From an optimization exercise on the open Yosys and OpenROAD flow, aimed at a short achievable clock period and few clock cycles; shortcuts taken in it are not production practice. In this exercise RTL edits were held to simulation tests only and were not proved equivalent to the original. In runs 2 and 3 the design's own scripts or RTL, not TritonCTS, make the clock network. The clock input has no modelled driver; a real chip could not lean on it and would need a root buffer or a full tree. Power and IR drop assume default switching activity.

==> flow/design.v, too long to show whole: its modules and the start of the top module <==
// module mul_stage1: 475 lines
// module mul_fa: 4 lines
// module mul_ha: 4 lines
// module mul_x3: 3 lines
// module mul_stage2: 3 lines
// module core_risc_v: 300 lines
module core_risc_v #(parameter DATA_WIDTH = 32, parameter ADDR_WIDTH = 32)(
	input clk_O,
	input rst,
	output [(ADDR_WIDTH-1):0] PC,
	input [31:0] Instr_out,
	input [(DATA_WIDTH-1):0] data_o_map,
	output MemWrite,
	output MemRead,
	output [(ADDR_WIDTH-1):0] Result,
	output [(DATA_WIDTH-1):0] rd2
);
  // ...
==> flow/flow/run.sh <==
#!/bin/bash
# Layout flow: the standard ORFS flow (standard synthesis unchanged), with
#  - a larger repair_timing setup margin so that the optimiser keeps improving
#    paths that already meet the 25 ns constraint,
#  - unrestricted cell footprints for sizing and buf_4 port buffers,
#  - after global placement, each register that drives an output port moved
#    next to that port's buffer (legalised by the flow's detailed placement).
set -uo pipefail
VARS=(SETUP_SLACK_MARGIN=19 MATCH_CELL_FOOTPRINT=0 "BUFFER_PORTS_ARGS=-buffer_cell sky130_fd_sc_hd__buf_4")
RES=$PWD/orfs/results/sky130hd/core_risc_v/base
bash standard.sh synth > synth.log 2>&1 || exit 1
bash standard.sh 3_3_place_gp "${VARS[@]}" > place_gp.log 2>&1 || exit 1
MOVE_IN=$RES/3_3_place_gp.odb MOVE_OUT=$RES/3_3_place_gp.odb \
  openroad -no_init -exit flow/move_out_ffs.tcl > move.log 2>&1 || exit 1
bash standard.sh finish "${VARS[@]}" > layout.log 2>&1
==> flow/flow/move_out_ffs.tcl <==
# Move each register that drives an output-port buffer next to that buffer,
# so the register-to-port path has a short wire.  Legalised later by the
# flow's detailed placement.
read_db $::env(MOVE_IN)
set block [ord::get_db_block]
set n 0
foreach bterm [$block getBTerms] {
  if { [$bterm getIoType] != "OUTPUT" } { continue }
  set net [$bterm getNet]
  if { $net == "NULL" } { continue }
  set buf ""
  foreach it [$net getITerms] {
    if { [$it isOutputSignal] } { set buf [$it getInst] }
  }
  if { $buf == "" } { continue }
  set ff ""
  foreach it [$buf getITerms] {
    if { [$it isInputSignal] && [$it getNet] != "NULL" } {
      foreach it2 [[$it getNet] getITerms] {
        if { [$it2 isOutputSignal] } { set ff [$it2 getInst] }
      }
    }
  }
  if { $ff == "" } { continue }
  set m [[$ff getMaster] getName]
  if { ![string match "*df*" $m] } { continue }
  set loc [$buf getLocation]
  $ff setLocation [lindex $loc 0] [lindex $loc 1]
  incr n
}
puts "moved $n output registers"
write_db $::env(MOVE_OUT)
==> flow/standard.sh <==
#!/bin/bash
# synth_recipe.tcl (not shown) runs the flow's synth.tcl, then flattens the netlist and writes it again
# the make line also repeats each setting of config.mk as NAME=value (left out here)
make -C /OpenROAD-flow-scripts/flow DESIGN_CONFIG=/design/flow/config.mk WORK_HOME=/design/flow/orfs CLKGATE_MAP_FILE= SYNTH_SCRIPT=/design/flow/synth_recipe.tcl "${@:-finish}"
==> flow/config.mk <==
export PLATFORM = sky130hd
export DESIGN_NAME = core_risc_v
export DESIGN_NICKNAME = core_risc_v
export VERILOG_FILES = /design/flow/design.v
export SDC_FILE = /design/flow/constraint.sdc
export NUM_CORES = 8
export LEC_CHECK = 0
export ABC_CLOCK_PERIOD_IN_PS = 5000
export CAP_MARGIN = 20
export CORE_MARGIN = 2
export CORE_UTILIZATION = 60
export PLACE_DENSITY = 0.7
export SLEW_MARGIN = 20
export SYNTH_HIERARCHICAL = 1
==> flow/constraint.sdc <==
create_clock -name core_clock -period 25.0 [get_ports {clk_O}]
set_input_delay 5.0000 -clock core_clock [delete_from_list [all_inputs] [get_ports {clk_O}]]
set_output_delay 5.0000 -clock core_clock [all_outputs]
set_load 0.01 [all_outputs]
==> results.toml, run 1 <==
[layout]
num-nonclk-inverters = 450
nClkBuffers = 294
final_layout_size_suffix_gt1_share_pct = 19.3
layout.nonclk_buf_share_pct = 4.89
fillers = 15000
dominant_cells = "multi-input gates"

[route]
drt-initial-drc-count = 16800
wl_met2_um = 228000
firstDrtPassIters = 6
drt-vias-per-instance = 7.26
antenna_left = 0
highest_layer = "met5"
wirelength_um = 536000
num_vias = 103000

[timing]
report.final.slew_viol_count = 0
finalClockSkew_ps = 93.7

[floorplanning]
initial_utilization_pct = 60.4
rows = 171

[power]
powerDensity_nw_per_um2 = 86.4
p_sw_w = 0.00483
seqPwrFrac_pct = 37.0

[logic_synthesis]
yosysWarningCount = 10
yosys.area_share.simple_pct = 11.0
yosysSeqAreaShare_pct = 48.4
synth.distinct_cells = 115
syn-cell-area_um2 = 131000

[placement]
hpwl_um = 349000
place_ws_ps = 15520

[cts]
post_cts_buffers = 103
ctsHoldBuffers = 0
cts_resized = 582
cts_tree = "built"

[setup_path]
cp_data_arrival_time_ps = 7190
cp_num_cells = 18

[outcome]
status = "complete, no violations"
Testbench counts, summed over its fixed seeds: cycles 50,860.
==> module core_risc_v, before the edit <==
module core_risc_v #(parameter DATA_WIDTH = 32, parameter ADDR_WIDTH = 32)(
	input clk_O,
	input rst,
	output [(ADDR_WIDTH-1):0] PC,
	input [31:0] Instr_out,
	input [(DATA_WIDTH-1):0] data_o_map,
	output MemWrite,
	output MemRead,
	output [(ADDR_WIDTH-1):0] Result,
	output [(DATA_WIDTH-1):0] rd2
);
localparam [31:0] RESET_PC = 32'h0040_0000;
localparam [31:0] RESET_SP = 32'h7FFF_EFFC;
localparam BTB_N  = 16;                 
localparam BTB_PW = 4;                  
localparam BTB_TW = 14;                 
localparam BTB_LB = 14;                 
reg [31:0] pc_f;
reg        v_d;
reg [31:0] ir_d, pc_d, pn_d;
reg        hit_d;
reg        v_e;
reg [31:0] pc4_e, tgt_e, jchk_e, imm_e, idres_e, op1_e, op2_e;
reg [4:0]  rd_e;
reg        we_e, isB_e, isJAL_e, isJALR_e, isL_e, isS_e, isMul_e, srcB_e;
reg        f3eq_e, f3ne_e, pn_is_pc4_e, pn_is_tgt_e;
reg        f1_e, f2_e;                  
reg [31:0] mop1_en, mop2_en;
reg        mf1_en, mf2_en;
reg [31:0] res_mx;                      
reg        op_add_e, op_sub_e, op_sll_e, op_slt_e, op_sltu_e, op_xor_e,
           op_srl_e, op_or_e, op_and_e, op_id_e;
reg        ctl_e;                       
reg [BTB_TW-1:0] btag_e;
reg [31:0] res_mn, st_m, ms_m, mc_m;    
reg        mr_m, we_m, isMul_m;
wire [31:0] res_m = ~res_mn;
reg [31:0] pc_o, res_o;
reg        mw_o, mr_o;
reg [4:0]  rd_m;
reg [31:0] rf [1:31];
reg [31:0] rfv;
reg              btb_v   [0:BTB_N-1];
reg [BTB_TW-1:0] btb_tag [0:BTB_N-1];
reg [BTB_LB-1:0] btb_tgt [0:BTB_N-1];
reg              bu_en, bu_v;
reg [BTB_TW-1:0] bu_tag;
reg [BTB_PW-1:0] btb_ptr;               
reg [BTB_LB-1:0] bu_tgt;
assign PC       = pc_o;
assign Result   = res_o;
assign rd2      = st_m;
assign MemWrite = mw_o;
assign MemRead  = mr_o;
wire [BTB_TW-1:0] f_tag = pc_f[2 +: BTB_TW];
reg  [BTB_N-1:0]  f_way;
reg  [BTB_LB-1:0] f_tgt;
integer k;
always @* begin
	f_tgt = {BTB_LB{1'b0}};
	for (k = 0; k < BTB_N; k = k + 1) begin
		f_way[k] = btb_v[k] && (btb_tag[k] == f_tag);
		f_tgt = f_tgt | ({BTB_LB{f_way[k]}} & btb_tgt[k]);
	end
end
wire              f_hit = |f_way;
wire [31:0]       pc4_f = pc_f + 32'd4;
wire [31:0]       pn_f  = f_hit ? {pc_f[31:BTB_LB], f_tgt} : pc4_f;
wire [31:0] mprod_m;
mul_stage2 MUL2(.s(ms_m), .c(mc_m), .p(mprod_m));
wire [31:0] mval = mr_m ? data_o_map : isMul_m ? mprod_m : res_m;
wire [6:0] op_d  = ir_d[6:0];
wire [4:0] rd_d  = ir_d[11:7];
wire [2:0] f3_d  = ir_d[14:12];
wire [4:0] rs1_d = ir_d[19:15];
wire [4:0] rs2_d = ir_d[24:20];
wire       b25_d = ir_d[25];
wire       b30_d = ir_d[30];
wire isR_d     = (op_d == 7'h33);
wire isI_d     = (op_d == 7'h13);
wire isL_d     = (op_d == 7'h03);
wire isS_d     = (op_d == 7'h23);
wire isB_d     = (op_d == 7'h63);
wire isJAL_d   = (op_d == 7'h6F);
wire isJALR_d  = (op_d == 7'h67);
wire isLUI_d   = (op_d == 7'h37);
wire isAUIPC_d = (op_d == 7'h17);
wire [31:0] immI_d = {{20{ir_d[31]}}, ir_d[31:20]};
wire [31:0] immS_d = {{20{ir_d[31]}}, ir_d[31:25], ir_d[11:7]};
wire [31:0] immB_d = {{19{ir_d[31]}}, ir_d[31], ir_d[7], ir_d[30:25], ir_d[11:8], 1'b0};
wire [31:0] immJ_d = {{11{ir_d[31]}}, ir_d[31], ir_d[19:12], ir_d[20], ir_d[30:21], 1'b0};
wire [31:0] immU_d = {ir_d[31:12], 12'b0};
wire [31:0] imm_d = isS_d ? immS_d : immI_d;
wire [31:0] poff_d = isB_d ? immB_d : isJAL_d ? immJ_d : immU_d;
wire [31:0] tgt_d  = pc_d + poff_d;
wire [31:0] pc4_d  = pc_d + 32'd4;
wire we_d   = (isR_d | isI_d | isL_d | isJAL_d | isJALR_d | isLUI_d | isAUIPC_d) & (rd_d != 5'd0);
wire use1_d = isR_d | isI_d | isL_d | isS_d | isB_d | isJALR_d;
wire use2_d = isR_d | isS_d | isB_d;
wire [4:0] sel_d = isR_d ? {b25_d, b30_d, f3_d} : {2'b00, f3_d};
wire alu_d = isR_d | isI_d;
wire op_add_d  = (alu_d & (sel_d == 5'b00000)) | isL_d | isS_d;
wire op_sub_d  = alu_d & (sel_d == 5'b01000);
wire op_sll_d  = alu_d & (sel_d == 5'b00001);
wire op_slt_d  = alu_d & (sel_d == 5'b00010);
wire op_sltu_d = alu_d & (sel_d == 5'b00011);
wire op_xor_d  = alu_d & (sel_d == 5'b00100);
wire op_srl_d  = alu_d & ((sel_d == 5'b00101) | (sel_d == 5'b01101));
wire op_or_d   = alu_d & (sel_d == 5'b00110);
wire op_and_d  = alu_d & (sel_d == 5'b00111);
wire isMul_d   = isR_d & (sel_d == 5'b10000);
wire op_id_d   = isJAL_d | isJALR_d | isLUI_d | isAUIPC_d;
wire [31:0] idres_d = isLUI_d ? immU_d : isAUIPC_d ? tgt_d : pc4_d;
wire [31:0] rr1_d = rfv[rs1_d] ? rf[rs1_d] : (rs1_d == 5'd2) ? RESET_SP : 32'd0;
wire [31:0] rr2_d = rfv[rs2_d] ? rf[rs2_d] : (rs2_d == 5'd2) ? RESET_SP : 32'd0;
wire        bp1_d = we_m && (rd_m == rs1_d);
wire        bp2_d = we_m && (rd_m == rs2_d);
wire [31:0] op1_d = (rs1_d == 5'd0) ? 32'd0 : bp1_d ? mval : rr1_d;
wire [31:0] op2_d = (rs2_d == 5'd0) ? 32'd0 : bp2_d ? mval : rr2_d;
wire        f1_d  = we_e && v_e && (rd_e == rs1_d);
wire        f2_d  = we_e && v_e && (rd_e == rs2_d);
wire stall_d = v_d && v_e && we_e && (isL_e || isMul_e) &&
               ((use1_d && rd_e == rs1_d) || (use2_d && rd_e == rs2_d));
wire [31:0] jchk_d = pn_d - imm_d;
wire [31:0] dpn_d    = pn_d - pc_d;
wire pn_is_pc4_d = (dpn_d == 32'd4);
wire pn_is_tgt_d = (dpn_d == poff_d);
wire bcond_d     = isB_d & (f3_d[2:1] == 2'b00);           
wire off4_d      = (poff_d == 32'd4);
wire raw1_d = !bp1_d && !f1_d;
wire raw2_d = !bp2_d && !f2_d;
wire eqr_d  = (rr1_d == rr2_d);
wire brdy_d = bcond_d && raw1_d && raw2_d;
wire btk_d  = f3_d[0] ? ~eqr_d : eqr_d;
wire jrdy_d = isJALR_d && raw1_d;
wire jok_d  = (rr1_d == jchk_d);
wire [31:0] jt_d = rr1_d + imm_d;
wire rjal_d  = isJAL_d && !pn_is_tgt_d;
wire rbr_d   = brdy_d && (btk_d ? !pn_is_tgt_d : !pn_is_pc4_d);
wire rbtfn_d = bcond_d && !brdy_d && !hit_d && immB_d[31];
wire rjr_d   = jrdy_d && !jok_d;
wire redir_d = v_d && (rjal_d || rbr_d || rbtfn_d || rjr_d);
wire rnt_d   = rbr_d && !btk_d;             
wire [31:0] rdt_d = rjr_d ? jt_d : rnt_d ? pc4_d : tgt_d;
wire [31:0] A   = f1_e ? res_m : op1_e;
wire [31:0] B2  = f2_e ? res_m : op2_e;
wire [31:0] B   = srcB_e ? imm_e : B2;
wire [31:0] sum   = A + B;
wire [31:0] diff  = A - B;
wire        lt_u  = (A < B);
wire        lt_s  = (A[31] ^ B[31]) ? A[31] : lt_u;
wire [31:0] shl   = A << B[4:0];
wire [31:0] shr   = A >> B[4:0];
wire [31:0] alu_res =
	({32{op_add_e}}  & sum)  |
	({32{op_sub_e}}  & diff) |
	({32{op_sll_e}}  & shl)  |
	({32{op_slt_e}}  & {31'd0, lt_s}) |
	({32{op_sltu_e}} & {31'd0, lt_u}) |
	({32{op_xor_e}}  & (A ^ B)) |
	({32{op_srl_e}}  & shr)  |
	({32{op_or_e}}   & (A | B)) |
	({32{op_and_e}}  & (A & B)) |
	({32{op_id_e}}   & idres_e);
wire eq_e    = (A == B2);
wire taken_e = isB_e & ((f3eq_e & eq_e) | (f3ne_e & ~eq_e));
wire jmis_e  = (A != jchk_e);
wire mis_e   = v_e && (isB_e    ? (taken_e ? ~pn_is_tgt_e : ~pn_is_pc4_e) :
                       isJALR_e ? jmis_e : isJAL_e ? ~pn_is_tgt_e : ~pn_is_pc4_e);
wire [31:0] rtgt_e = (taken_e | isJAL_e) ? tgt_e : isJALR_e ? sum : pc4_e;
wire [31:0] MA = ~mf1_en ? res_mx : ~mop1_en;
wire [31:0] MB = ~mf2_en ? res_mx : ~mop2_en;
wire [31:0] ms_e, mc_e;
mul_stage1 MUL1(.a(MA), .b(MB), .s(ms_e), .c(mc_e));
wire [31:0] pc_nx = mis_e ? rtgt_e : stall_d ? pc_f : redir_d ? rdt_d : pn_f;
always @(posedge clk_O or posedge rst) begin
	if (rst) begin
		pc_f    <= RESET_PC;
		v_d     <= 1'b0;
		v_e     <= 1'b0;
		mr_m    <= 1'b0;
		we_m    <= 1'b0;
		isMul_m <= 1'b0;
		bu_en   <= 1'b0;
	end else begin
		pc_f <= pc_nx;
		if (mis_e)
			v_d <= 1'b0;
		else if (!stall_d)
			v_d <= !redir_d;
		v_e <= v_d && !mis_e && !stall_d;
		mr_m    <= v_e && isL_e;
		we_m    <= v_e && we_e;
		isMul_m <= v_e && isMul_e;
		bu_en <= v_e && (ctl_e || ~pn_is_pc4_e);
	end
end
always @(posedge clk_O) begin
	if (!stall_d) begin
		ir_d  <= Instr_out;
		pc_d  <= pc_f;
		pn_d  <= pn_f;
		hit_d <= f_hit;
		pc4_e     <= pc4_d;
		tgt_e     <= tgt_d;
		jchk_e    <= (redir_d && rjr_d) ? rr1_d : jchk_d;
		pn_is_pc4_e <= redir_d ? (rnt_d | off4_d) : pn_is_pc4_d;
		pn_is_tgt_e <= redir_d ? (~rnt_d | off4_d) : pn_is_tgt_d;
		imm_e     <= imm_d;
		idres_e   <= idres_d;
		op1_e     <= op1_d;
		op2_e     <= op2_d;
		f1_e      <= f1_d;
		f2_e      <= f2_d;
		mop1_en   <= ~op1_d;
		mop2_en   <= ~op2_d;
		mf1_en    <= ~f1_d;
		mf2_en    <= ~f2_d;
		rd_e      <= rd_d;
		we_e      <= we_d;
		isB_e     <= isB_d;
		isJAL_e   <= isJAL_d;
		isJALR_e  <= isJALR_d;
		isL_e     <= isL_d;
		isS_e     <= isS_d;
		isMul_e   <= isMul_d;
		srcB_e    <= isI_d | isL_d | isS_d | isJALR_d;
		f3eq_e    <= (f3_d == 3'b000);
		f3ne_e    <= (f3_d == 3'b001);
		op_add_e  <= op_add_d;
		op_sub_e  <= op_sub_d;
		op_sll_e  <= op_sll_d;
		op_slt_e  <= op_slt_d;
		op_sltu_e <= op_sltu_d;
		op_xor_e  <= op_xor_d;
		op_srl_e  <= op_srl_d;
		op_or_e   <= op_or_d;
		op_and_e  <= op_and_d;
		op_id_e   <= op_id_d;
		ctl_e     <= isB_d | isJAL_d | isJALR_d;
		btag_e    <= pc_d[2 +: BTB_TW];
	end
	res_mn <= ~alu_res;
	pc_o  <= rst ? RESET_PC : pc_nx;
	res_o <= alu_res;
	if (isMul_d)
		res_mx <= alu_res;
	mw_o  <= v_e && isS_e;
	mr_o  <= v_e && isL_e;
	st_m  <= B2;
	rd_m  <= rd_e;
	ms_m  <= ms_e;
	mc_m  <= mc_e;
	bu_tag <= btag_e;
	bu_tgt <= rtgt_e[BTB_LB-1:0];
	bu_v   <= ctl_e & (taken_e | isJALR_e | ~isB_e);
end
always @(posedge clk_O or posedge rst) begin
	if (rst)
		rfv <= 32'd0;
	else if (we_m)
		rfv[rd_m] <= 1'b1;
end
always @(posedge clk_O) begin
	if (we_m)
		rf[rd_m] <= mval;
end
reg [BTB_N-1:0] u_way;
integer j;
always @* begin
	for (j = 0; j < BTB_N; j = j + 1)
		u_way[j] = btb_v[j] && (btb_tag[j] == bu_tag);
end
wire u_hit = |u_way;
wire u_alloc = bu_en && !u_hit && bu_v;
always @(posedge clk_O or posedge rst) begin
	if (rst) begin
		for (j = 0; j < BTB_N; j = j + 1)
			btb_v[j] <= 1'b0;
		btb_ptr <= {BTB_PW{1'b0}};
	end else begin
		for (j = 0; j < BTB_N; j = j + 1) begin
			if (bu_en && u_way[j])
				btb_v[j] <= bu_v;
			else if (u_alloc && btb_ptr == j)
				btb_v[j] <= 1'b1;
		end
		if (u_alloc)
			btb_ptr <= btb_ptr + 1'b1;
	end
end
always @(posedge clk_O) begin
	for (j = 0; j < BTB_N; j = j + 1) begin
		if ((bu_en && u_way[j]) || (u_alloc && btb_ptr == j)) begin
			btb_tag[j] <= bu_tag;
			btb_tgt[j] <= bu_tgt;
		end
	end
end
endmodule
==> inputs of run 2 (changes only) <==
--- a/flow/design.v
+++ b/flow/design.v
@@ -528,7 +528,7 @@
 reg        mw_o, mr_o;
 reg [4:0]  rd_m;
 reg [31:0] rf [1:31];
-reg [31:0] rfv;
+reg [31:1] rfv;
 reg              btb_v   [0:BTB_N-1];
 reg [BTB_TW-1:0] btb_tag [0:BTB_N-1];
 reg [BTB_LB-1:0] btb_tgt [0:BTB_N-1];
@@ -615,22 +615,8 @@
 wire pn_is_pc4_d = (dpn_d == 32'd4);
 wire pn_is_tgt_d = (dpn_d == poff_d);
 wire bcond_d     = isB_d & (f3_d[2:1] == 2'b00);           
+wire redir_d     = v_d && !hit_d && (isJAL_d || (bcond_d && immB_d[31]));
 wire off4_d      = (poff_d == 32'd4);
-wire raw1_d = !bp1_d && !f1_d;
-wire raw2_d = !bp2_d && !f2_d;
-wire eqr_d  = (rr1_d == rr2_d);
-wire brdy_d = bcond_d && raw1_d && raw2_d;
-wire btk_d  = f3_d[0] ? ~eqr_d : eqr_d;
-wire jrdy_d = isJALR_d && raw1_d;
-wire jok_d  = (rr1_d == jchk_d);
-wire [31:0] jt_d = rr1_d + imm_d;
-wire rjal_d  = isJAL_d && !pn_is_tgt_d;
-wire rbr_d   = brdy_d && (btk_d ? !pn_is_tgt_d : !pn_is_pc4_d);
-wire rbtfn_d = bcond_d && !brdy_d && !hit_d && immB_d[31];
-wire rjr_d   = jrdy_d && !jok_d;
-wire redir_d = v_d && (rjal_d || rbr_d || rbtfn_d || rjr_d);
-wire rnt_d   = rbr_d && !btk_d;             
-wire [31:0] rdt_d = rjr_d ? jt_d : rnt_d ? pc4_d : tgt_d;
 wire [31:0] A   = f1_e ? res_m : op1_e;
 wire [31:0] B2  = f2_e ? res_m : op2_e;
 wire [31:0] B   = srcB_e ? imm_e : B2;
@@ -661,7 +647,7 @@
 wire [31:0] MB = ~mf2_en ? res_mx : ~mop2_en;
 wire [31:0] ms_e, mc_e;
 mul_stage1 MUL1(.a(MA), .b(MB), .s(ms_e), .c(mc_e));
-wire [31:0] pc_nx = mis_e ? rtgt_e : stall_d ? pc_f : redir_d ? rdt_d : pn_f;
+wire [31:0] pc_nx = mis_e ? rtgt_e : stall_d ? pc_f : redir_d ? tgt_d : pn_f;
 always @(posedge clk_O or posedge rst) begin
 	if (rst) begin
 		pc_f    <= RESET_PC;
@@ -692,9 +678,9 @@
 		hit_d <= f_hit;
 		pc4_e     <= pc4_d;
 		tgt_e     <= tgt_d;
-		jchk_e    <= (redir_d && rjr_d) ? rr1_d : jchk_d;
-		pn_is_pc4_e <= redir_d ? (rnt_d | off4_d) : pn_is_pc4_d;
-		pn_is_tgt_e <= redir_d ? (~rnt_d | off4_d) : pn_is_tgt_d;
+		jchk_e    <= jchk_d;
+		pn_is_pc4_e <= redir_d ? off4_d : pn_is_pc4_d;
+		pn_is_tgt_e <= redir_d ? 1'b1 : pn_is_tgt_d;
 		imm_e     <= imm_d;
 		idres_e   <= idres_d;
 		op1_e     <= op1_d;
@@ -746,7 +732,7 @@
 end
 always @(posedge clk_O or posedge rst) begin
 	if (rst)
-		rfv <= 32'd0;
+		rfv <= 31'd0;
 	else if (we_m)
 		rfv[rd_m] <= 1'b1;
 end
==> flow/flow/run.sh (replaced) <==
#!/bin/bash
# Layout flow: the standard ORFS flow (standard synthesis unchanged), with
#  - a larger repair_timing setup margin so that the optimiser keeps improving
#    paths that already meet the 25 ns constraint,
#  - unrestricted cell footprints for sizing and buf_4 port buffers,
#  - after global placement, each register that drives an output port moved
#    next to that port's buffer (legalised by the flow's detailed placement),
#  - the clock tree built by flow/clock_tree.tcl (balanced 3-level tree,
#    lower insertion delay than TritonCTS's H-tree) instead of ORFS's CTS;
#    global routing, detailed routing and finishing are ORFS's.
set -uo pipefail
VARS=(SETUP_SLACK_MARGIN=19 MATCH_CELL_FOOTPRINT=0 "BUFFER_PORTS_ARGS=-buffer_cell sky130_fd_sc_hd__buf_4")
RES=$PWD/orfs/results/sky130hd/core_risc_v/base
PLAT=$FLOW_HOME/platforms/sky130hd
bash standard.sh synth > synth.log 2>&1 || exit 1
bash standard.sh 3_3_place_gp "${VARS[@]}" > place_gp.log 2>&1 || exit 1
MOVE_IN=$RES/3_3_place_gp.odb MOVE_OUT=$RES/3_3_place_gp.odb \
  openroad -no_init -exit flow/move_out_ffs.tcl > move.log 2>&1 || exit 1
bash standard.sh place "${VARS[@]}" > place.log 2>&1 || exit 1
DONT_USE=$(sed -n '/^export DONT_USE_CELLS/,/^$/p' $PLAT/config.mk | grep -o 'sky130_fd_sc_hd__[a-z0-9_]*' | sort -u | tr '\n' ' ')
CTS_IN=$RES/3_place.odb CTS_SDC=$RES/3_place.sdc \
CTS_OUT=$RES/4_1_cts.odb CTS_SDC_OUT=$RES/4_cts.sdc \
LEAF_SIZE=17 MIDS=16 ROOTS=4 \
LEAF_CELL=sky130_fd_sc_hd__clkbuf_16 MID_CELL=sky130_fd_sc_hd__clkbuf_16 \
PLATFORM_DIR=$PLAT LIB=$PLAT/lib/sky130_fd_sc_hd__tt_025C_1v80.lib \
DONT_USE="$DONT_USE" SETUP_MARGIN=19 \
  openroad -no_init -exit flow/clock_tree.tcl > clock_tree.log 2>&1 || exit 1
bash standard.sh finish "${VARS[@]}" > layout.log 2>&1
==> flow/flow/clock_tree.tcl (new file) <==
# Clock tree for the layout: a balanced three-level tree of clkbuf_16
# (4 root buffers driven by the clock port, MIDS mid buffers, leaf buffers
# each driving about LEAF_SIZE register clock pins).  Groups at every level
# are made by recursive bisection of the placement into equal-size parts,
# and each buffer sits at the centroid of the pins it drives.  Then the rest
# of ORFS's CTS step: legalisation and setup/hold repair.
read_liberty $::env(LIB)
read_db $::env(CTS_IN)
read_sdc $::env(CTS_SDC)
source $::env(PLATFORM_DIR)/setRC.tcl
set_dont_use $::env(DONT_USE)

set db [ord::get_db]
set block [ord::get_db_block]
set bufm [$db findMaster sky130_fd_sc_hd__clkbuf_16]
set leafm [$db findMaster $::env(LEAF_CELL)]
set midm [$db findMaster $::env(MID_CELL)]

set clknet [$block findNet clk_O]
set sinks {}
foreach it [$clknet getITerms] {
  lappend sinks $it
}
puts "clock sinks: [llength $sinks]"

proc centroid { pts } {
  set sx 0; set sy 0; set n [llength $pts]
  foreach p $pts { set sx [expr {$sx + [lindex $p 0]}]; set sy [expr {$sy + [lindex $p 1]}] }
  return [list [expr {$sx / $n}] [expr {$sy / $n}]]
}

# k-means on points {x y}; returns list of cluster index per point
proc kmeans { pts k iters } {
  set n [llength $pts]
  # init: evenly spaced points after sorting by x then y (deterministic)
  set idx [lsort -integer -indices [lmap p $pts { expr {[lindex $p 0] + [lindex $p 1]} }]]
  set cents {}
  for { set c 0 } { $c < $k } { incr c } {
    lappend cents [lindex $pts [lindex $idx [expr {int(($c + 0.5) * $n / $k)}]]]
  }
  set assign [lrepeat $n 0]
  for { set it 0 } { $it < $iters } { incr it } {
    set i 0
    foreach p $pts {
      set px [lindex $p 0]; set py [lindex $p 1]
      set best 0; set bd 1e30; set c 0
      foreach ce $cents {
        set d [expr {abs($px - [lindex $ce 0]) + abs($py - [lindex $ce 1])}]
        if { $d < $bd } { set bd $d; set best $c }
        incr c
      }
      lset assign $i $best
      incr i
    }
    set sums [lrepeat $k {0 0 0}]
    set i 0
    foreach p $pts {
      set c [lindex $assign $i]
      set s [lindex $sums $c]
      lset sums $c [list [expr {[lindex $s 0] + [lindex $p 0]}] [expr {[lindex $s 1] + [lindex $p 1]}] [expr {[lindex $s 2] + 1}]]
      incr i
    }
    set newc {}
    set c 0
    foreach s $sums {
      if { [lindex $s 2] > 0 } {
        lappend newc [list [expr {[lindex $s 0] / [lindex $s 2]}] [expr {[lindex $s 1] / [lindex $s 2]}]]
      } else {
        lappend newc [lindex $cents $c]
      }
      incr c
    }
    set cents $newc
  }
  return [list $assign $cents]
}


# recursive bisection into k groups of (nearly) equal size; pts is a list of
# {x y id}; returns a list of groups (lists of ids)
proc bisect { pts k } {
  if { $k <= 1 } { return [list [lmap p $pts { lindex $p 2 }]] }
  set xs [lmap p $pts { lindex $p 0 }]
  set ys [lmap p $pts { lindex $p 1 }]
  set w [expr {[tcl::mathfunc::max {*}$xs] - [tcl::mathfunc::min {*}$xs]}]
  set h [expr {[tcl::mathfunc::max {*}$ys] - [tcl::mathfunc::min {*}$ys]}]
  set ax [expr {$w >= $h ? 0 : 1}]
  set sorted [lsort -real -index $ax $pts]
  set k1 [expr {$k / 2}]
  set n1 [expr {int(round([llength $pts] * double($k1) / $k))}]
  return [concat [bisect [lrange $sorted 0 [expr {$n1 - 1}]] $k1] [bisect [lrange $sorted $n1 end] [expr {$k - $k1}]]]
}

set pts {}
foreach it $sinks {
  set inst [$it getInst]
  set b [$inst getBBox]
  lappend pts [list [expr {([$b xMin] + [$b xMax]) / 2}] [expr {([$b yMin] + [$b yMax]) / 2}]]
}
set nleaf [expr {int(ceil([llength $sinks] / double($::env(LEAF_SIZE))))}]
set ipts {}
set i 0
foreach p $pts { lappend ipts [list [lindex $p 0] [lindex $p 1] $i]; incr i }
set lassign [lrepeat [llength $pts] 0]
set lcents {}
set c 0
foreach g [bisect $ipts $nleaf] {
  set gp {}
  foreach id $g { lset lassign $id $c; lappend gp [lindex $pts $id] }
  lappend lcents [centroid $gp]
  incr c
}
puts "leaf clusters: $nleaf"

set bcount 0
proc new_buf { name x y {m ""} } {
  global block bufm
  if { $m == "" } { set m $bufm }
  set inst [odb::dbInst_create $block $m $name]
  $inst setLocation [expr {int($x)}] [expr {int($y)}]
  $inst setPlacementStatus PLACED
  return $inst
}
proc new_net { name } {
  global block
  set n [odb::dbNet_create $block $name]
  $n setSigType CLOCK
  return $n
}

# leaf buffers
set leafbufs {}
for { set c 0 } { $c < $nleaf } { incr c } {
  set ce [lindex $lcents $c]
  set b [new_buf "cts_leaf_$c" [lindex $ce 0] [lindex $ce 1] $leafm]
  set n [new_net "cts_leaf_net_$c"]
  [$b findITerm X] connect $n
  lappend leafbufs $b
  lappend leafnets $n
}
set i 0
foreach it $sinks {
  set c [lindex $lassign $i]
  $it disconnect
  $it connect [lindex $leafnets $c]
  incr i
}

# mid buffers: equal-size groups of leaves
proc group_pts { pts k } {
  set ipts {}
  set i 0
  foreach p $pts { lappend ipts [list [lindex $p 0] [lindex $p 1] $i]; incr i }
  set asg [lrepeat [llength $pts] 0]
  set cents {}
  set c 0
  foreach g [bisect $ipts $k] {
    set gp {}
    foreach id $g { lset asg $id $c; lappend gp [lindex $pts $id] }
    lappend cents [centroid $gp]
    incr c
  }
  return [list $asg $cents]
}
lassign [group_pts $lcents $::env(MIDS)] massign mcents
set midbufs {}
set midnets {}
for { set c 0 } { $c < $::env(MIDS) } { incr c } {
  set ce [lindex $mcents $c]
  set b [new_buf "cts_mid_$c" [lindex $ce 0] [lindex $ce 1] $midm]
  set n [new_net "cts_mid_net_$c"]
  [$b findITerm X] connect $n
  lappend midbufs $b
  lappend midnets $n
}
set i 0
foreach b $leafbufs {
  [$b findITerm A] connect [lindex $midnets [lindex $massign $i]]
  incr i
}
lassign [group_pts $mcents $::env(ROOTS)] rassign rcents
set rootnets {}
for { set c 0 } { $c < $::env(ROOTS) } { incr c } {
  set ce [lindex $rcents $c]
  set b [new_buf "cts_root_$c" [lindex $ce 0] [lindex $ce 1]]
  set n [new_net "cts_root_net_$c"]
  [$b findITerm X] connect $n
  [$b findITerm A] connect $clknet
  lappend rootnets $n
}
set i 0
foreach b $midbufs {
  [$b findITerm A] connect [lindex $rootnets [lindex $rassign $i]]
  incr i
}
$clknet setSigType CLOCK

set_propagated_clock [all_clocks]
estimate_parasitics -placement
report_clock_latency -include_internal_latency

set_placement_padding -global -left 0 -right 0
detailed_placement
estimate_parasitics -placement
report_worst_slack -max
report_worst_slack -min
repair_timing -setup_margin $::env(SETUP_MARGIN) -hold_margin 0 -repair_tns 100 -verbose
detailed_placement
check_placement -verbose
estimate_parasitics -placement
report_worst_slack -max
report_worst_slack -min
write_db $::env(CTS_OUT)
write_sdc -no_timestamp $::env(CTS_SDC_OUT)
--- a/flow/config.mk
+++ b/flow/config.mk
@@ -9,6 +9,8 @@
 export CAP_MARGIN = 20
 export CORE_MARGIN = 2
 export CORE_UTILIZATION = 60
+export CTS_CLUSTER_DIAMETER = 80
+export CTS_CLUSTER_SIZE = 30
 export PLACE_DENSITY = 0.7
 export SLEW_MARGIN = 20
 export SYNTH_HIERARCHICAL = 1
==> results.toml, run 2 <==
[global_route]
grt_use_total_pct = 40.6
grt_pass1_wl_um = 634000
antenna_found_initial = 44
grt_pass1_vias = 87500
grt_max_degree = 129
gr-total-overflow = 0

[timing]
setup_ws_ps = 18890
finalHoldViolCount = 0
worst_pin_slew_ps = 1390
min_period_ps = 6110
max_freq_ghz = 0.164
fin_hold_ws_ps = 340
report.final.slew_viol_count = 0
finalClockSkew_ps = 112
setup_viol = 0
rsz0062_at_grt = "yes"
post-route-period-util_pct = 24.4
tns_ps = 0
relSlewSlack_pct = 6.39

[placement]
hpwl_um = 298000
globalplace.congestion = 1.05
dp_cells = 12500
place_ws_ps = 17950
portBuffers = 163

[logic_synthesis]
yosysWarningCount = 10
synth_edf_count = 1882
ys_seq_elements = 2209
syn_inst = 9897
ys_top_cells_by_count = "edfxtp_1, xnor2_1, nor2_1, and2_1, mux4_2"
synth_most_common_cell = "edfxtp_1"
yosys.area.top_type_share_pct = 44.1
postSynth.asyncResetShare_pct = 4.03
synth_area_leader_cell = "edfxtp_1"
syn_area_per_cell_um2 = 13.0
synth-main-ff-cell = "edfxtp_1"
synth_fp_nets = 10600
synthTopCellsByArea = "edfxtp_1, mux4_2, fa_1, xnor2_1, dfxtp_1"
syn-cell-area_um2 = 128000
yosysSeqAreaShare_pct = 49.5
synth.distinct_cells = 118

[route]
wirelength_um = 448000
wl_per_cell_um = 35.4
drt-vias-per-instance = 7.10
num_vias = 89800
drt-initial-drc-count = 13200
antenna_left = 0
drc = 0
firstDrtPassIters = 6

[setup_path]
r2r_cells = 17
cp_data_arrival_time_ps = 1110
cp_slowest_cell = "dfxtp_2"
cp-start-kind = "register"
crit_chain = "buf_6"
end_kind = "primary output"
worst-path-buf-inv = 1
crit_family = "flip-flops"
worstPathRequired_ps = 20000
critical_path.max_stage_delay_ps = 330
path_class = "reg -> out"
cp_num_cells = 1
cp_max_fo = 1

[floorplanning]
rows = 169
die_area_um2 = 217000
initial_utilization_pct = 60.4
io_pins = 164
die_x_um = 466
coreArea_um2 = 212000
die-height_um = 466

[layout]
largest_reg_flops = 992
area_growth_pct = 7.06
final_cell_mix = "edfxtp_1, xnor2_1, nor2_1, and2_1, mux4_2"
instances_no_fill = 12600
final_layout_size_suffix_gt1_share_pct = 15.8
nets = 10600
largest_registers = "rf x992, btb_tag x224, btb_tgt x224"
largest_register = "rf"
layout_commonest_cell = "edfxtp_1"

[worst_hold_path]
whs_path_depth = 0
min_path_type = "reg -> reg"

[run]
cap_violations = 0

[power]
peakVddDrop_mv = 0.0583
leakage_nw = 50.8
powerDensity_nw_per_um2 = 76.1

[outcome]
status = "complete, no violations"

[cts]
clk_pin_slew_ps = 100
clkLatencyLatePin_ps = 670
-- run 2: cell type report --
class                   count  area (um2)
flip-flops and latches   2209       63700
repair inverters            2        15.0
plain buffers             150        3750
diodes                     17        42.5
fillers                 15700       75100
multi-input cells        6719       61300
inverters                 304        1150
repair buffers            425        3740
well taps                2821        3530
-- run 2: final timing paths --
check                                    startpoint                    to  slack (ps)
worst max-delay path                st_m[5]$_DFF_P_                rd2[5]       18890
worst min-delay path            btag_e[7]$_DFFE_PN_     bu_tag[7]$_DFF_P_         340
worst max register to register       f2_e$_DFFE_PN_  res_mx[30]$_DFFE_PP_       19150
worst min register to register  btag_e[7]$_DFFE_PN_     bu_tag[7]$_DFF_P_         340
max in group asynchronous                       rst  btb_v[6]$_DFFE_PP0P_       19490
min in group asynchronous                       rst    pc_f[19]$_DFF_PP0_        4470
-- run 2: logic make-up (layout without fill, tap and decap cells) --
kind of cell / after synthesis / in the layout / share of synthesized area, %
buffers and inverters: 969 / 881 / 3.30
XOR/XNOR: 823 / 823 / 5.97
multiplexers: 1008 / 1008 / 13.2
adder cells (fa/ha/maj): 685 / 685 / 9.10
AO/OA/AOI/OAI: 1624 / 1624 / 8.55
AND/OR/NAND/NOR: 2578 / 2578 / 10.3
other: 1 / 18 / 0.00293
flip-flops: 2209 / 2209 / 49.5
-- run 2: power by group --
| part | internal [W] | switching (W) | total, W |
|---|---|---|---|
| Combinational | 0.00127 | 0.00222 | 0.00349 |
| Clock | 0.00107 | 0.00120 | 0.00226 |
| Sequential | 0.00440 | 0.000298 | 0.00469 |
| Total | 0.00673 | 0.00372 | 0.0104 |
-- run 2: per-stage QoR --
step / area, um2 / util [%] / total power, W
2_1_floorplan: 128000 / - / 0.00694
3_3_place_gp: 133000 / 62.4 / 0.00807
3_5_place_dp: 133000 / 62.5 / 0.00811
5_1_grt: 137000 / 64.6 / 0.0108
6_report: 137000 / 64.6 / 0.0104
-- run 2: metal layers --
layer	track usage, %	vias to the layer above	wire length [um]
li1	-	36700	-
met5	0	-	188
met1	57.1	45700	169000
met2	60.2	6111	197000
met4	19.3	26	26200
met3	9.41	1229	55800
-- run 2: Yosys stat by module (local to each module, per instance) --
module / cell area [um2] / times used / flops+latches / cells
mul_fa: 20.0 / 406 / 0 / 1
mul_stage2: 1750 / 1 / 0 / 243
mul_ha: 12.5 / 29 / 0 / 1
mul_x3: 23.8 / 29 / 0 / 1
mul_stage1: 4240 / 1 / 0 / 672
core_risc_v: 113000 / 1 / 2209 / 8518
Testbench counts of run 2, summed over its fixed seeds: cycles 51,191.
==> inputs of run 3 (changes only) <==
--- a/flow/design.v
+++ b/flow/design.v
@@ -523,6 +523,9 @@
 reg [BTB_TW-1:0] btag_e;
 reg [31:0] res_mn, st_m, ms_m, mc_m;    
 reg        mr_m, we_m, isMul_m;
+reg [31:0] wbv;
+reg [4:0]  rd_w;
+reg        we_w;
 wire [31:0] res_m = ~res_mn;
 reg [31:0] pc_o, res_o;
 reg        mw_o, mr_o;
@@ -604,8 +607,10 @@
 wire [31:0] rr2_d = rfv[rs2_d] ? rf[rs2_d] : (rs2_d == 5'd2) ? RESET_SP : 32'd0;
 wire        bp1_d = we_m && (rd_m == rs1_d);
 wire        bp2_d = we_m && (rd_m == rs2_d);
-wire [31:0] op1_d = (rs1_d == 5'd0) ? 32'd0 : bp1_d ? mval : rr1_d;
-wire [31:0] op2_d = (rs2_d == 5'd0) ? 32'd0 : bp2_d ? mval : rr2_d;
+wire        bw1_d = we_w && (rd_w == rs1_d);
+wire        bw2_d = we_w && (rd_w == rs2_d);
+wire [31:0] op1_d = (rs1_d == 5'd0) ? 32'd0 : bp1_d ? mval : bw1_d ? wbv : rr1_d;
+wire [31:0] op2_d = (rs2_d == 5'd0) ? 32'd0 : bp2_d ? mval : bw2_d ? wbv : rr2_d;
 wire        f1_d  = we_e && v_e && (rd_e == rs1_d);
 wire        f2_d  = we_e && v_e && (rd_e == rs2_d);
 wire stall_d = v_d && v_e && we_e && (isL_e || isMul_e) &&
@@ -656,6 +661,7 @@
 		mr_m    <= 1'b0;
 		we_m    <= 1'b0;
 		isMul_m <= 1'b0;
+		we_w    <= 1'b0;
 		bu_en   <= 1'b0;
 	end else begin
 		pc_f <= pc_nx;
@@ -667,6 +673,7 @@
 		mr_m    <= v_e && isL_e;
 		we_m    <= v_e && we_e;
 		isMul_m <= v_e && isMul_e;
+		we_w    <= we_m;
 		bu_en <= v_e && (ctl_e || ~pn_is_pc4_e);
 	end
 end
@@ -725,6 +732,8 @@
 	st_m  <= B2;
 	rd_m  <= rd_e;
 	ms_m  <= ms_e;
+	wbv   <= mval;
+	rd_w  <= rd_m;
 	mc_m  <= mc_e;
 	bu_tag <= btag_e;
 	bu_tgt <= rtgt_e[BTB_LB-1:0];
@@ -733,12 +742,12 @@
 always @(posedge clk_O or posedge rst) begin
 	if (rst)
 		rfv <= 31'd0;
-	else if (we_m)
-		rfv[rd_m] <= 1'b1;
+	else if (we_w)
+		rfv[rd_w] <= 1'b1;
 end
 always @(posedge clk_O) begin
-	if (we_m)
-		rf[rd_m] <= mval;
+	if (we_w)
+		rf[rd_w] <= wbv;
 end
 reg [BTB_N-1:0] u_way;
 integer j;
==> results.toml, run 3 <==
[layout]
fin_area_um2 = 138000
instances_no_fill = 12600
final_layout_size_suffix_gt1_share_pct = 16.6
area_growth_pct = 7.33
nets = 10500
layout_commonest_cell = "edfxtp_1"
largest_register = "rf"
final_cell_mix = "edfxtp_1, xnor2_1, mux4_2, and2_1, nor2_1"
largest_registers = "rf x992, btb_tag x224, btb_tgt x224"
largest_reg_flops = 992

[logic_synthesis]
synthTopCellsByArea = "edfxtp_1, mux4_2, fa_1, xnor2_1, dfxtp_1"
syn_area_per_cell_um2 = 13.1
syn_inst = 9839
yosysWarningCount = 10
synth.distinct_cells = 109
synth_edf_count = 1882
synth-main-ff-cell = "edfxtp_1"
syn-cell-area_um2 = 129000
ys_top_cells_by_count = "edfxtp_1, xnor2_1, mux4_2, nor2_1, and2_1"
postSynth.asyncResetShare_pct = 4.01
synth_fp_nets = 10600
synth_most_common_cell = "edfxtp_1"
yosysSeqAreaShare_pct = 50.0
yosys.area.top_type_share_pct = 44.0
synth_area_leader_cell = "edfxtp_1"
ys_seq_elements = 2247

[global_route]
grt_pass1_vias = 87200
gr-total-overflow = 0
grt_pass1_wl_um = 631000
grt_use_total_pct = 40.4
antenna_found_initial = 58
grt_max_degree = 152

[floorplanning]
die_area_um2 = 218000
rows = 169
coreArea_um2 = 213000
io_pins = 164
die_x_um = 467
initial_utilization_pct = 60.5
die-height_um = 467

[timing]
worst_pin_slew_ps = 1240
post-route-period-util_pct = 24.5
tns_ps = 0
rsz0062_at_grt = "yes"
finalHoldViolCount = 0
setup_viol = 0
report.final.slew_viol_count = 0
setup_ws_ps = 18860
finalClockSkew_ps = 126
max_freq_ghz = 0.163
relSlewSlack_pct = 15.0
min_period_ps = 6140

[placement]
placed_cell_area_um2 = 133000
portBuffers = 163
place_ws_ps = 17910
hpwl_um = 300000
dp_cells = 12400
globalplace.congestion = 1.02

[cts]
clkLatencyLatePin_ps = 680
clk_pin_slew_ps = 110

[route]
wirelength_um = 446000
num_vias = 89300
wl_per_cell_um = 35.4
drc = 0
drt-vias-per-instance = 7.09
firstDrtPassIters = 9
drt-initial-drc-count = 13500
antenna_left = 0

[setup_path]
worstPathRequired_ps = 20000
path_class = "reg -> out"
end_kind = "primary output"
cp-start-kind = "register"
cp_slowest_cell = "dfxtp_2"
cp_data_arrival_time_ps = 1140
critical_path.max_stage_delay_ps = 340
worst-path-buf-inv = 1
crit_family = "flip-flops"
crit_chain = "buf_6"
cp_max_fo = 1

[power]
leakage_nw = 51.0
peakVddDrop_mv = 0.0672
powerDensity_nw_per_um2 = 78.3

[worst_hold_path]
min_path_type = "reg -> reg"

[outcome]
status = "complete, no violations"

[run]
cap_violations = 0
[run 3: changes by cell type after synthesis, sizes merged, moves of 34 or more]
cell    change
nand2      +37
clkbuf     +51
dfxtp      +37
buf        -46
a21oi      +52
a211oi     -44
mux4       +52
nand4      -63
a211o      +34
nor2       -61
mux2i     -110
[run 3: Yosys stat by module (local to each module, per instance)]
| module | cells | times used | flip-flops and latches |
|---|---|---|---|
| mul_ha | 1 | 29 | 0 |
| mul_x3 | 1 | 29 | 0 |
| core_risc_v | 8460 | 1 | 2247 |
| mul_stage1 | 672 | 1 | 0 |
| mul_fa | 1 | 406 | 0 |
| mul_stage2 | 243 | 1 | 0 |
[run 3: worst paths after layout]
kind / start / endpoint / slack, ps / cells after the start
worst max-delay path: st_m[2]$_DFF_P_ / rd2[2] / 18860 / 1
min in group asynchronous: rst / pc_f[15]$_DFF_PP0_ / 4470 / 2
worst min-delay path: btag_e[7]$_DFFE_PN_ / bu_tag[7]$_DFF_P_ / 350 / 0
max in group asynchronous: rst / btb_v[9]$_DFFE_PP0P_ / 19360 / 3
worst min register to register: btag_e[7]$_DFFE_PN_ / bu_tag[7]$_DFF_P_ / 350 / 0
worst max register to register: f2_e$_DFFE_PN_ / res_mx[25]$_DFFE_PP_ / 19080 / 16
[run 3: area by class of cell]
| class | count | area [um2] |
|---|---|---|
| Fill cell | 15600 | 74600 |
| Sequential cell | 2247 | 64500 |
| Multi-Input combinational cell | 6611 | 61100 |
| Buffer | 153 | 3830 |
| Timing Repair Buffer | 436 | 3810 |
| Tap cell | 2821 | 3530 |
| Inverter | 311 | 1180 |
| Antenna cell | 18 | 45.0 |
[run 3: through the flow]
step / hold WS, ps / util, % / total power, W
global placement: 329 / 62.7 / 0.00837
floorplan: 323 / - / 0.00717
finish: 347 / 64.9 / 0.0108
global route: 358 / 64.9 / 0.0111
detailed placement: 332 / 62.7 / 0.00841
[run 3: where the power goes]
group	total [W]	switching, W	internal, W
clock network	0.00231	0.00122	0.00109
logic	0.00365	0.00230	0.00135
registers	0.00484	0.000328	0.00451
total	0.0108	0.00386	0.00694
[run 3: cells by family after synthesis]
group           share of synthesized area [%]
buf+inv                                  3.20
simple gates                             9.90
xor+xnor                                 6.10
mux                                      13.2
flops                                    50.0
other cells                           0.00292
fa+ha+maj                                9.07
compound gates                           8.49
[run 3: metal layers]
metal / up-vias / global-route usage (%) / part of all wire [%]
li1: 36400 / - / -
met1: 45500 / 57.3 / 38
met2: 6202 / 60.1 / 44
met3: 1140 / 9.69 / 13
met4: 26 / 17.3 / 5.2
met5: - / 0 / 0.041
Testbench counts of run 3, summed over its fixed seeds: cycles 51,191.

[what the ideal ports hide]
In the flow no input, the clock included, has a driving cell. The finished layouts below were timed again as built, in two steps.
Step 1 assumes that a clkbuf_16 drives the clock port and a buf_2 every other input.
Step 2 times the ports against the registers' clock, not the clock port: input delays grow and output delays shrink by t, the midpoint of the rising clock arrivals with the driver on.
Three values: ideal ports, drivers, drivers and shift; two values: the first two.
run	t (ns)	slack for setup (ns)	worst setup path after step 2	worst slew at a driven data input, ns
run 1	1.007	18.538 / 18.517 / 18.010	input to register	0.19
run 2	0.794	18.889 / 18.707 / 18.382	input to register	0.22
run 3	0.822	18.863 / 18.656 / 18.567	input to register	0.27
After both steps every run listed still meets setup and hold. For run 1, which loses most, drivers alone change the setup slack by -0.021 ns; drivers and shift together by -0.528 ns.
